Background: an optimization exercise with open tools, aiming at small area and a short achievable clock period. Do not read the settings as production practice.
The RTL was checked by simulation tests, not by an equivalence proof against the original design.
No activity file was given, so power comes from the tool's default toggle rates.

== v14 ==
==> flow/design.v (excerpt) <==
module statem(
	input	wire		clk,
	input	wire		rst,
	input	wire[15:0]	sw,
	output	wire[15:0]	Fout
	);
	reg[1:0]	i;
	reg		show;		 
	reg[15:0]	A0;
	reg[15:0]	B0;
	reg[7:0]	cr;		 
	wire	i0 = (i == 2'd0);
	wire	i1 = (i == 2'd1);
	wire	i2 = (i == 2'd2);
	wire	i3 = (i == 2'd3);
	wire	o_add = (sw[3:0] == 4'b0001);
	wire	o_sub = (sw[3:0] == 4'b0010);
	wire[15:0]	bn = ({16{i1}} & sw) | ({16{i2 & o_add}} & B0) | ({16{i2 & o_sub}} & ~B0);
	wire[15:0]	y = i1 ? sw : ~B0;
	wire[16:0]	cy;
	cla16 nc(.g(A0 & y), .p(A0 ^ y), .ci(~i1), .c(cy));
	wire[7:0]	cyv = {cy[14], cy[12], cy[10], cy[8], cy[6], cy[4], cy[2], cy[0]};
	wire[7:0]	crn = ({8{i1 | (i2 & o_sub)}} & cyv) | ({8{i2 & o_add}} & cr);
	wire[15:0]	p = A0 ^ B0;
	wire[15:0]	g = A0 & B0;
	wire[16:0]	c;
	genvar k;
	generate
		for (k = 0; k < 8; k = k + 1) begin : fc
			assign c[2*k] = cr[k];
			assign c[2*k+1] = g[2*k] | (p[2*k] & cr[k]);
		end
	endgenerate
	assign c[16] = g[15] | (p[15] & c[15]);
	wire[15:0]	s = p ^ c[15:0];
	assign Fout = {16{show}} & s;
	wire	SF = s[15];
	wire	ZF = ~(|s);
	wire	CF = c[16] ^ cr[0];
	wire	OF = (c[15] ^ c[16]) & ~(cr[0] & ~(|A0));
	wire[15:0]	res;
  ...
==> flow/config.mk <==
export PLATFORM = sky130hd
export DESIGN_NAME = statem
export DESIGN_NICKNAME = statem
export VERILOG_FILES = /design/flow/design.v
export SDC_FILE = /design/flow/constraint.sdc
export NUM_CORES = 4
export LEC_CHECK = 0
export CAP_MARGIN = 20
export CORE_MARGIN = 2
export CORE_UTILIZATION = 40
export SETUP_SLACK_MARGIN = 3.0
export SLEW_MARGIN = 20
==> flow/constraint.sdc <==
create_clock -name core_clock -period 6.0 [get_ports {clk}]
set_input_delay 1.2000 -clock core_clock [delete_from_list [all_inputs] [get_ports {clk}]]
set_output_delay 1.2000 -clock core_clock [all_outputs]
set_load 0.01 [all_outputs]
standard.sh (not shown) runs the stock make flow with config.mk's settings and CLKGATE_MAP_FILE= SYNTH_SCRIPT=/design/flow/synth_recipe.tcl, a recipe that flattens the netlist after the stock synthesis.
==> flow/flow/run.sh <==
#!/bin/bash
# Own flow: the standard layout, except that synthesis leaves adders to ABC
# (no full/half-adder cells) and maps with the ABC script in flow/abc.script.
set -euo pipefail
W=$(pwd)
# scripts folder = ORFS's scripts, with abc_area.script replaced by ours
mkdir -p "$W/scripts_own"
for f in "$FLOW_HOME"/scripts/*; do ln -sf "$f" "$W/scripts_own/"; done
rm -f "$W/scripts_own/abc_area.script"
cp "$W/flow/abc.script" "$W/scripts_own/abc_area.script"
make -C "$FLOW_HOME" DESIGN_CONFIG="$W/config.mk" WORK_HOME="$W/orfs" CLKGATE_MAP_FILE= \
	SYNTH_SCRIPT="$W/synth_recipe.tcl" SCRIPTS_DIR="$W/scripts_own" \
	ADDER_MAP_FILE= ABC_AREA=1 synth > "$W/synth.log" 2>&1
# the rest of the standard flow (synthesis is up to date, so make skips it),
# with plain buffers on the ports
export BUFFER_PORTS_ARGS="-buffer_cell sky130_fd_sc_hd__buf_1"
bash "$W/standard.sh" > "$W/layout.log" 2>&1
==> flow/flow/abc.script <==
strash
&get -n
&st
&dch -f
&nf -R 40
&put
topo
Setup changes, v14 to v6
- SETUP_SLACK_MARGIN now 2.9, was 3.0
--- a/flow/flow/run.sh
+++ b/flow/flow/run.sh
@@ -15,3 +15,3 @@
 # with plain buffers on the ports
-export BUFFER_PORTS_ARGS="-buffer_cell sky130_fd_sc_hd__buf_1"
+export BUFFER_PORTS_ARGS="-buffer_cell sky130_fd_sc_hd__buf_2"
 bash "$W/standard.sh" > "$W/layout.log" 2>&1
==> flow/flow/abc.script <==
strash
&get -n
&st
&dch -f
&nf -R 100
&put
topo
Relative to v14, the total iterations of the first detailed-routing run of v6 is lower by 4. Summary: with v14 as the reference, final standard cell area without fillers in v6 moved down by a few percent. v6 against v14: placeable core area lost about 0.9%; worst setup slack before clock tree synthesis picked up an extra 0.19 ns. Compared with v14, in v6 growth of design area from synthesis to finish now smaller; number of DRC markers after the initial detailed-route iteration now smaller; total power now larger; multiplexer share of the synthesized area now larger.

==> what the ideal ports hide <==
How much do the figures lean on ideal ports? The routed layouts below were timed once more, with nothing changed but the port constraints.
Step 1 assumes that a clkbuf_16 drives the clock port and a buf_2 every other input.
Step 2 times the ports against the registers' clock, not the clock port: input delays grow and output delays shrink by t, the midpoint of the rising clock arrivals with the driver on.
Three values: ideal ports, drivers, drivers and shift; two values: the first two.
run | shift t [ns] | setup WS [ns] | cell pins on the clock port's net
v14 | 0.343 | 3.052 / 3.020 / 2.745 | 1
v6 | 0.329 | 2.986 / 2.997 / 2.669 | 1
After both steps setup and hold are still met in every run listed. The setup slack of v6, which loses most, moves by +0.011 ns with the drivers and by -0.317 ns with both steps.
